Background: an optimization exercise with open tools, aiming at small area, a short achievable clock period and few clock cycles per item. Do not read the settings as production practice.

main:
==> module adder, before the edit <==
module adder #(
    parameter W = 25
) (
    input  [W - 1 : 0] a, b,
    input              cin,
    output [W - 1 : 0] s
);
    localparam L = $clog2(W);
    wire [W - 1 : 0] p0 = a ^ b;
    wire [W - 1 : 0] g  [0 : L];
    wire [W - 1 : 0] p  [0 : L];
    assign g[0] = {a[W - 1 : 1] & b[W - 1 : 1], (a[0] & b[0]) | (p0[0] & cin)};
    assign p[0] = p0;
    genvar l, i;
    generate
        for (l = 0; l < L; l = l + 1) begin : lvl
            for (i = 0; i < W; i = i + 1) begin : col
                if ((i >> l) % 2 == 1) begin : cmb
                    assign g[l + 1][i] = g[l][i] | (p[l][i] & g[l][((i >> l) << l) - 1]);
                    assign p[l + 1][i] = p[l][i] & p[l][((i >> l) << l) - 1];
                end else begin : thru
                    assign g[l + 1][i] = g[l][i];
                    assign p[l + 1][i] = p[l][i];
                end
            end
        end
    endgenerate
    assign s = p0 ^ {g[L][W - 2 : 0], cin};
endmodule
==> module square_root_float, before the edit <==
module square_root_float (
    input clk, rst,
    input start,
    input [31:0] u,
    output [31:0] out,
    output done, neg_flag
);
    reg        busy;
    reg  [4:0] cnt;          
    reg        hor;          
    reg        cpy;          
    reg  [3:0] sh;           
    reg        xinv, xcin;   
    reg        fill;         
    reg [24:0] X;
    reg [24:0] Y;
    reg  [7:0] e_out;
    reg        sgn, spec;
    wire [7:0]  E = u[30:23];
    wire [22:0] M = u[22:0];
    wire        m_zero = (M == 23'd0);
    wire        zero = (E == 8'd0) & m_zero;
    wire        one  = E[0] & m_zero;
    wire [8:0]  e_sum = 9'd127 + {1'b0, E};
    always @(posedge clk) begin
        sgn   <= u[31];
        spec  <= zero | one;
        e_out <= zero ? 8'd0 : e_sum[8:1];
    end
    wire [24:0] c_odd  = {3'b001, M[22:1]} + {24'd0, M[0]};
    wire [24:0] c_even = {2'b01, M};
    wire [24:0] c  = E[0] ? c_odd : c_even;
    wire [24:0] x1 = {c[24:20] + 5'd3, c[19:0]};
    wire [24:0] y1 = {c[24:20] - 5'd3, c[19:0]};
    wire signed [24:0] y_h  = {fill, Y[24:1]};
    wire        [24:0] x_h  = {1'b0, X[24:1]};
    wire        [24:0] y_sh = y_h >>> sh;
    wire        [24:0] x_sh = x_h >> sh;
    wire [24:0] xadd, yadd;
    adder #(.W(25)) X_Adder (.a(X), .b(y_sh ^ {25{xinv}}), .cin(xcin), .s(xadd));
    adder #(.W(25)) Y_Adder (.a(Y), .b(x_sh ^ {25{xinv}}), .cin(xinv), .s(yadd));
    always @(posedge clk) begin
        if (!busy) begin
            X   <= x1;
            Y   <= y1;
        end else begin
            X   <= hor ? X : xadd;
            Y   <= cpy ? xadd : yadd;
        end
    end
    wire fin = (cnt == 5'd26) | ((cnt == 5'd1) & (sgn | spec));
    assign done     = busy & fin;
    assign neg_flag = sgn;
    assign out      = {sgn, e_out, Y[22:0] & {23{~spec}}};
    wire [4:0] cnt_n = busy ? cnt + 5'd1 : 5'd1;
    wire       hor_n = (cnt_n >= 5'd18);
    wire       cpy_n = (cnt_n >= 5'd17);
    reg [3:0] sh_n;
    reg       hinv_n;
    always @(*) begin
        hinv_n = 1'b0;
        case (cnt_n)
            5'd1: sh_n = 4'd1;    
            5'd2: sh_n = 4'd2;
            5'd3: sh_n = 4'd3;
            5'd4: sh_n = 4'd3;    
            5'd5: sh_n = 4'd4;
            5'd6: sh_n = 4'd5;
            5'd7: sh_n = 4'd6;
            5'd8: sh_n = 4'd7;
            5'd9: sh_n = 4'd8;
            5'd10: sh_n = 4'd9;
            5'd11: sh_n = 4'd10;
            5'd12: sh_n = 4'd11;
            5'd13: sh_n = 4'd12;    
            5'd14: sh_n = 4'd12;
            5'd15: sh_n = 4'd13;
            5'd16: sh_n = 4'd14;
            5'd17: sh_n = 4'd15;    
            5'd18: sh_n = 4'd3;    
            5'd19: begin sh_n = 4'd1; hinv_n = 1'b1; end   
            5'd20: begin sh_n = 4'd3; hinv_n = 1'b1; end   
            5'd21: sh_n = 4'd2;    
            5'd22: sh_n = 4'd1;    
            5'd23: begin sh_n = 4'd1; hinv_n = 1'b1; end   
            5'd24: begin sh_n = 4'd1; hinv_n = 1'b1; end   
            default: sh_n = 4'd1;  
        endcase
    end
    wire yneg_n = busy & yadd[24];
    always @(posedge clk) begin
        hor   <= hor_n;
        cpy   <= cpy_n;
        sh    <= sh_n;
        xinv  <= hor_n ? hinv_n : ~yneg_n;
        xcin  <= ~hor_n & ~yneg_n;
        fill  <= ~hor_n & yneg_n;
    end
    always @(posedge clk, posedge rst) begin
        if (rst) begin
            busy <= 1'b0;
            cnt  <= 5'd0;
        end else begin
            cnt <= cnt_n;
            if (!busy)
                busy <= start;
            else if (fin)
                busy <= 1'b0;
        end
    end
endmodule
==> flow/config.mk <==
export PLATFORM = sky130hd
export DESIGN_NAME = square_root_float
export DESIGN_NICKNAME = square_root_float
export VERILOG_FILES = /design/flow/design.v
export SDC_FILE = /design/flow/constraint.sdc
export NUM_CORES = 4
export LEC_CHECK = 0
export CAP_MARGIN = 50
export CORE_MARGIN = 2
export CORE_UTILIZATION = 40
export SLEW_MARGIN = 70
==> flow/constraint.sdc <==
create_clock -name core_clock -period 11.0 [get_ports {clk}]
set_input_delay 2.2000 -clock core_clock [delete_from_list [all_inputs] [get_ports {clk}]]
set_output_delay 2.2000 -clock core_clock [all_outputs]
set_load 0.01 [all_outputs]
standard.sh (not shown) runs the stock make flow with config.mk's settings and CLKGATE_MAP_FILE= SYNTH_SCRIPT=/design/flow/synth_recipe.tcl, a recipe that flattens the netlist after the stock synthesis.
==> flow/flow/run.sh <==
#!/bin/bash
# Standard ORFS layout (the standard.sh, unchanged synthesis), with the
# timing repair after floorplan, CTS and global routing asked to leave a
# setup slack margin, so that it sizes and buffers the critical paths.
set -euo pipefail
bash standard.sh SETUP_SLACK_MARGIN=6.3 finish > standard.log 2>&1
#### Input delta (the feature branch over main)
--- a/flow/design.v
+++ b/flow/design.v
@@ -1,48 +1,21 @@
-module adder #(
-    parameter W = 25
-) (
-    input  [W - 1 : 0] a, b,
-    input              cin,
-    output [W - 1 : 0] s
-);
-    localparam L = $clog2(W);
-    wire [W - 1 : 0] p0 = a ^ b;
-    wire [W - 1 : 0] g  [0 : L];
-    wire [W - 1 : 0] p  [0 : L];
-    assign g[0] = {a[W - 1 : 1] & b[W - 1 : 1], (a[0] & b[0]) | (p0[0] & cin)};
-    assign p[0] = p0;
-    genvar l, i;
-    generate
-        for (l = 0; l < L; l = l + 1) begin : lvl
-            for (i = 0; i < W; i = i + 1) begin : col
-                if ((i >> l) % 2 == 1) begin : cmb
-                    assign g[l + 1][i] = g[l][i] | (p[l][i] & g[l][((i >> l) << l) - 1]);
-                    assign p[l + 1][i] = p[l][i] & p[l][((i >> l) << l) - 1];
-                end else begin : thru
-                    assign g[l + 1][i] = g[l][i];
-                    assign p[l + 1][i] = p[l][i];
-                end
-            end
-        end
-    endgenerate
-    assign s = p0 ^ {g[L][W - 2 : 0], cin};
-endmodule
 module square_root_float (
     input clk, rst,
     input start,
     input [31:0] u,
     output [31:0] out,
     output done, neg_flag
 );
     reg        busy;
     reg  [4:0] cnt;          
     reg        hor;          
     reg        cpy;          
-    reg  [3:0] sh;           
+    reg  [3:0] shx;          
+    reg  [3:0] shy_b;        
     reg        xinv, xcin;   
+    reg        yinv;         
     reg        fill;         
     reg [24:0] X;
     reg [24:0] Y;
     reg  [7:0] e_out;
     reg        sgn, spec;
     wire [7:0]  E = u[30:23];
@@ -60,17 +33,18 @@
     wire [24:0] c_even = {2'b01, M};
     wire [24:0] c  = E[0] ? c_odd : c_even;
     wire [24:0] x1 = {c[24:20] + 5'd3, c[19:0]};
     wire [24:0] y1 = {c[24:20] - 5'd3, c[19:0]};
     wire signed [24:0] y_h  = {fill, Y[24:1]};
     wire        [24:0] x_h  = {1'b0, X[24:1]};
-    wire        [24:0] y_sh = y_h >>> sh;
-    wire        [24:0] x_sh = x_h >> sh;
-    wire [24:0] xadd, yadd;
-    adder #(.W(25)) X_Adder (.a(X), .b(y_sh ^ {25{xinv}}), .cin(xcin), .s(xadd));
-    adder #(.W(25)) Y_Adder (.a(Y), .b(x_sh ^ {25{xinv}}), .cin(xinv), .s(yadd));
+    wire        [24:0] y_sh = y_h >>> shx;
+    wire        [24:0] x_sh = x_h >> (~shy_b);
+    wire [25:0] xs = {X, 1'b1} + {y_sh ^ {25{xinv}}, xcin};
+    wire [25:0] ys = {Y, 1'b1} + {x_sh ^ {25{yinv}}, yinv};
+    wire [24:0] xadd = xs[25:1];
+    wire [24:0] yadd = ys[25:1];
     always @(posedge clk) begin
         if (!busy) begin
             X   <= x1;
             Y   <= y1;
         end else begin
             X   <= hor ? X : xadd;
@@ -117,15 +91,17 @@
         endcase
     end
     wire yneg_n = busy & yadd[24];
     always @(posedge clk) begin
         hor   <= hor_n;
         cpy   <= cpy_n;
-        sh    <= sh_n;
+        shx   <= sh_n;
+        shy_b <= ~sh_n;
         xinv  <= hor_n ? hinv_n : ~yneg_n;
         xcin  <= ~hor_n & ~yneg_n;
+        yinv  <= ~yneg_n;
         fill  <= ~hor_n & yneg_n;
     end
     always @(posedge clk, posedge rst) begin
         if (rst) begin
             busy <= 1'b0;
             cnt  <= 5'd0;
[summary]
- Both conditions hold for the feature branch: the flow ran to the end and the final layout passed the timing, DRC and antenna checks.
- On simple-gate share of the synthesized area: between the feature branch and main, it ends up higher for main.
- The final hold slack reported for the feature branch is smaller than that of main by 0.0042 ns.
- Between the feature branch and main, worst endpoint required time is higher for the feature branch, main comes in under that.
- Synthesized area for the feature branch: 7.7% up relative to main
- Compared to main, the feature branch shows a narrower setup margin.
- The inserted tap cell count reported for the feature branch is greater than that of main by 10.
No run of this note included a check of the RTL's function; only the layout flow was run.

square_root_float, a different RTL version from the one above (not shown whole).
For scale: about 79 flip-flops, ~7900 um^2 of cells after synthesis.
==> module square_root_float, before the edit <==
module square_root_float (
    input clk, rst,
    input start,
    input [31:0] u,
    output [31:0] out,
    output done, neg_flag
);
    reg        busy;
    reg  [4:0] cnt;          
    reg        hor;          
    reg        cpy;          
    reg  [3:0] s0, s1;       
    reg        xinv, xcin;   
    reg        fill;         
    reg [24:0] X;
    reg [24:0] Y;
    reg  [7:0] e_out;
    reg        sgn, spec;
    wire [7:0]  E = u[30:23];
    wire [22:0] M = u[22:0];
    wire        m_zero = (M == 23'd0);
    wire        zero = (E == 8'd0) & m_zero;
    wire        one  = E[0] & m_zero;
    wire [8:0]  e_sum = 9'd127 + {1'b0, E};
    always @(posedge clk) begin
        sgn   <= u[31];
        spec  <= zero | one;
        e_out <= zero ? 8'd0 : e_sum[8:1];
    end
    wire [4:0]  top_o = {2'b01, M[22:20]};
    wire [24:0] x_st = E[0] ? {top_o + 5'd2, M[19:0]} : {top_o + 5'd3, M[19:0]};
    wire [24:0] y_st = E[0] ? {top_o - 5'd2, M[19:0]} : {top_o - 5'd3, M[19:0]};
    wire signed [24:0] y_h  = {fill, Y[24:1]};
    wire        [24:0] x_h  = {1'b0, X[24:1]};
    wire        [27:0] y_e0 = {{3{fill}}, y_h};
    wire        [24:0] y_l1 = ({25{s0[0]}} & y_e0[24:0]) | ({25{s0[1]}} & y_e0[25:1]) |
                              ({25{s0[2]}} & y_e0[26:2]) | ({25{s0[3]}} & y_e0[27:3]);
    wire        [36:0] y_e1 = {{12{fill}}, y_l1};
    wire        [24:0] y_sh = ({25{s1[0]}} & y_e1[24:0]) | ({25{s1[1]}} & y_e1[28:4]) |
                              ({25{s1[2]}} & y_e1[32:8]) | ({25{s1[3]}} & y_e1[36:12]);
    wire        [27:0] x_e0 = {3'b000, x_h};
    wire        [24:0] x_l1 = ({25{s0[0]}} & x_e0[24:0]) | ({25{s0[1]}} & x_e0[25:1]) |
                              ({25{s0[2]}} & x_e0[26:2]) | ({25{s0[3]}} & x_e0[27:3]);
    wire        [36:0] x_e1 = {12'd0, x_l1};
    wire        [24:0] x_sh = ({25{s1[0]}} & x_e1[24:0]) | ({25{s1[1]}} & x_e1[28:4]) |
                              ({25{s1[2]}} & x_e1[32:8]) | ({25{s1[3]}} & x_e1[36:12]);
    wire [24:0] xadd, yadd;
    adder #(.W(25)) X_Adder (.a(X), .b(y_sh ^ {25{xinv}}), .cin(xcin), .s(xadd));
    adder #(.W(25)) Y_Adder (.a(Y), .b(x_sh ^ {25{xinv}}), .cin(xinv), .s(yadd));
    always @(posedge clk) begin
        if (!busy) begin
            X   <= x_st;
            Y   <= y_st;
        end else begin
            X[23:0] <= hor ? X[23:0] : xadd[23:0];
            X[24]   <= 1'b0;
            Y   <= cpy ? xadd : yadd;
        end
    end
    wire fin = (cnt == 5'd27) | ((cnt == 5'd1) & (sgn | spec));
    assign done     = busy & fin;
    assign neg_flag = sgn;
    assign out      = {sgn, e_out, Y[22:0] & {23{~spec}}};
    wire [4:0] cnt_i = cnt + 5'd1;
    wire [4:0] cnt_n = busy ? cnt_i : {3'd0, ~E[0], E[0]};
    wire       hor_n = busy & (cnt_i >= 5'd19);
    wire       cpy_n = busy & (cnt_i >= 5'd18);
    wire [3:0] sh_n  = busy ? sh_i : {3'd0, ~E[0]};
    wire       hinv_n = hinv_i;
    reg [3:0] sh_i;
    reg       hinv_i;
    always @(*) begin
        hinv_i = 1'b0;
        case (cnt_i)
            5'd1:  sh_i = 4'd0;    
            5'd2:  sh_i = 4'd1;
            5'd3:  sh_i = 4'd2;
            5'd4:  sh_i = 4'd3;
            5'd5:  sh_i = 4'd3;    
            5'd6:  sh_i = 4'd4;
            5'd7:  sh_i = 4'd5;
            5'd8:  sh_i = 4'd6;
            5'd9:  sh_i = 4'd7;
            5'd10: sh_i = 4'd8;
            5'd11: sh_i = 4'd9;
            5'd12: sh_i = 4'd10;
            5'd13: sh_i = 4'd11;
            5'd14: sh_i = 4'd12;
            5'd15: sh_i = 4'd12;   
            5'd16: sh_i = 4'd13;
            5'd17: sh_i = 4'd14;
            5'd18: sh_i = 4'd15;   
            5'd19: sh_i = 4'd3;    
            5'd20: begin sh_i = 4'd1; hinv_i = 1'b1; end   
            5'd21: begin sh_i = 4'd3; hinv_i = 1'b1; end   
            5'd22: sh_i = 4'd2;    
            5'd23: sh_i = 4'd1;    
            5'd24: begin sh_i = 4'd1; hinv_i = 1'b1; end   
            5'd25: begin sh_i = 4'd1; hinv_i = 1'b1; end   
            default: sh_i = 4'd1;  
        endcase
    end
    wire yneg_n = busy & yadd[24];
    always @(posedge clk) begin
        hor   <= hor_n;
        cpy   <= cpy_n;
        s0    <= 4'b0001 << sh_n[1:0];
        s1    <= 4'b0001 << sh_n[3:2];
        xinv  <= hor_n ? hinv_n : ~yneg_n;
        xcin  <= ~hor_n & ~yneg_n;
        fill  <= ~hor_n & yneg_n;
    end
    always @(posedge clk, posedge rst) begin
        if (rst) begin
            busy <= 1'b0;
            cnt  <= 5'd0;
        end else begin
            cnt <= cnt_n;
            if (!busy)
                busy <= start;
            else if (fin)
                busy <= 1'b0;
        end
    end
endmodule
export LEC_CHECK = 0
export CAP_MARGIN = 50
export CORE_MARGIN = 2
export CORE_UTILIZATION = 40
export CTS_BUF_LIST = sky130_fd_sc_hd__clkbuf_8
export SLEW_MARGIN = 50
create_clock -name core_clock -period 11.0 [get_ports {clk}]
==> flow/flow/run.sh <==
#!/bin/bash
# Standard ORFS layout (the standard.sh, unchanged synthesis), with the
# timing repair after floorplan, CTS and global routing asked to leave a
# setup slack margin, so that it sizes and buffers the critical paths.
set -euo pipefail
bash standard.sh SETUP_SLACK_MARGIN=6.7 finish > standard.log 2>&1
==> next run, changes <==
--- a/flow/design.v
+++ b/flow/design.v
@@ -55,12 +55,18 @@
         sgn   <= u[31];
         spec  <= zero | one;
         e_out <= zero ? 8'd0 : e_sum[8:1];
     end
-    wire [4:0]  top_o = {2'b01, M[22:20]};
-    wire [24:0] x_st = E[0] ? {top_o + 5'd2, M[19:0]} : {top_o + 5'd3, M[19:0]};
-    wire [24:0] y_st = E[0] ? {top_o - 5'd2, M[19:0]} : {top_o - 5'd3, M[19:0]};
-    wire signed [24:0] y_h  = {fill, Y[24:1]};
+    wire [4:0]  top_e = {2'b01, M[22:20]};
+    wire [24:0] x_ev  = {top_e + 5'd3, M[19:0]};
+    wire [24:0] y_ev  = {top_e - 5'd3, M[19:0]};
+    wire        e_od  = M[0] & ~(M[2] & M[1]);
+    wire [1:0]  lo_od = M[2:1] + {1'b0, e_od};    
+    wire [24:0] x_od  = {5'd7 + {3'd0, M[22:21]}, M[20:3], lo_od};
+    wire [24:0] y_od  = {5'd1 + {3'd0, M[22:21]}, M[20:3], lo_od};
+    wire [24:0] x_st  = E[0] ? x_od : x_ev;
+    wire [24:0] y_st  = E[0] ? y_od : y_ev;
+    wire        [24:0] y_h  = {fill, Y[24:1]};
     wire        [24:0] x_h  = {1'b0, X[24:1]};
     wire        [27:0] y_e0 = {{3{fill}}, y_h};
     wire        [24:0] y_l1 = ({25{s0[0]}} & y_e0[24:0]) | ({25{s0[1]}} & y_e0[25:1]) |
                               ({25{s0[2]}} & y_e0[26:2]) | ({25{s0[3]}} & y_e0[27:3]);
@@ -80,30 +86,28 @@
         if (!busy) begin
             X   <= x_st;
             Y   <= y_st;
         end else begin
-            X[23:0] <= hor ? X[23:0] : xadd[23:0];
-            X[24]   <= 1'b0;
+            X   <= hor ? X : xadd;
             Y   <= cpy ? xadd : yadd;
         end
     end
-    wire fin = (cnt == 5'd27) | ((cnt == 5'd1) & (sgn | spec));
+    wire fin = (cnt == 5'd27) | ((cnt == 5'd2) & (sgn | spec));
     assign done     = busy & fin;
     assign neg_flag = sgn;
     assign out      = {sgn, e_out, Y[22:0] & {23{~spec}}};
     wire [4:0] cnt_i = cnt + 5'd1;
-    wire [4:0] cnt_n = busy ? cnt_i : {3'd0, ~E[0], E[0]};
+    wire [4:0] cnt_n = busy ? cnt_i : 5'd2;
     wire       hor_n = busy & (cnt_i >= 5'd19);
     wire       cpy_n = busy & (cnt_i >= 5'd18);
-    wire [3:0] sh_n  = busy ? sh_i : {3'd0, ~E[0]};
+    wire [3:0] sh_n  = busy ? sh_i : 4'd1;
     wire       hinv_n = hinv_i;
     reg [3:0] sh_i;
     reg       hinv_i;
     always @(*) begin
         hinv_i = 1'b0;
         case (cnt_i)
-            5'd1:  sh_i = 4'd0;    
-            5'd2:  sh_i = 4'd1;
+            5'd2:  sh_i = 4'd1;    
             5'd3:  sh_i = 4'd2;
             5'd4:  sh_i = 4'd3;
             5'd5:  sh_i = 4'd3;    
             5'd6:  sh_i = 4'd4;
Outcome: The changed run ran to the end with no violations. Global-route usage grows by 0.25 points. Count of clock-buffer cells in the layout is unchanged. Register-to-register slack improved by 0.02 ns. Die area grows by a few percent. Area after synthesis grows by a few percent. Via count grows by a little under a tenth. Critical path depth grows by 2. Worst setup slack improved by 0.023 ns. Hold slack got worse by 0.050 ns.
No run of this note included a check of the RTL's function; only the layout flow was run.

## what the ideal ports hide
The results above use ideal ports. As a check the final layouts listed here were re-extracted and re-timed, cells and wires unchanged. Step 1 (the two cells are an assumption about what drives the block):
set clk [get_ports {clk}]
set_driving_cell -lib_cell sky130_fd_sc_hd__clkbuf_16 $clk
set_driving_cell -lib_cell sky130_fd_sc_hd__buf_2 [delete_from_list [all_inputs] $clk]
Step 2, shift: input delay + t, output delay - t, t = (earliest + latest rising clock arrival at the registers) / 2. This alone moves slack from input paths to output paths. Slacks: no drivers / after step 1 / after step 2; pairs: no drivers / after step 1.
| run | t, ns | setup slack, ns | worst setup path at the end | clock arrival spread, ns | pins driven straight from the clock port |
|---|---|---|---|---|---|
| main | 0.386 | 6.482 / 6.501 / 6.115 | input to register | 0.010 / 0.010 | 1 |
| the feature branch | 0.403 | 6.347 / 6.369 / 5.965 | input to register | 0.011 / 0.011 | 1 |
| the first run of note 2 | 0.418 | 6.836 / 6.836 / 6.478 | input to register | 0.015 / 0.015 | 1 |
| the second run of note 2 | 0.397 | 6.859 / 6.859 / 6.683 | input to register | 0.015 / 0.015 | 1 |
After both steps every run listed still meets setup and hold. The setup slack of the feature branch, which loses most, moves by +0.022 ns with the drivers and by -0.382 ns with both steps.
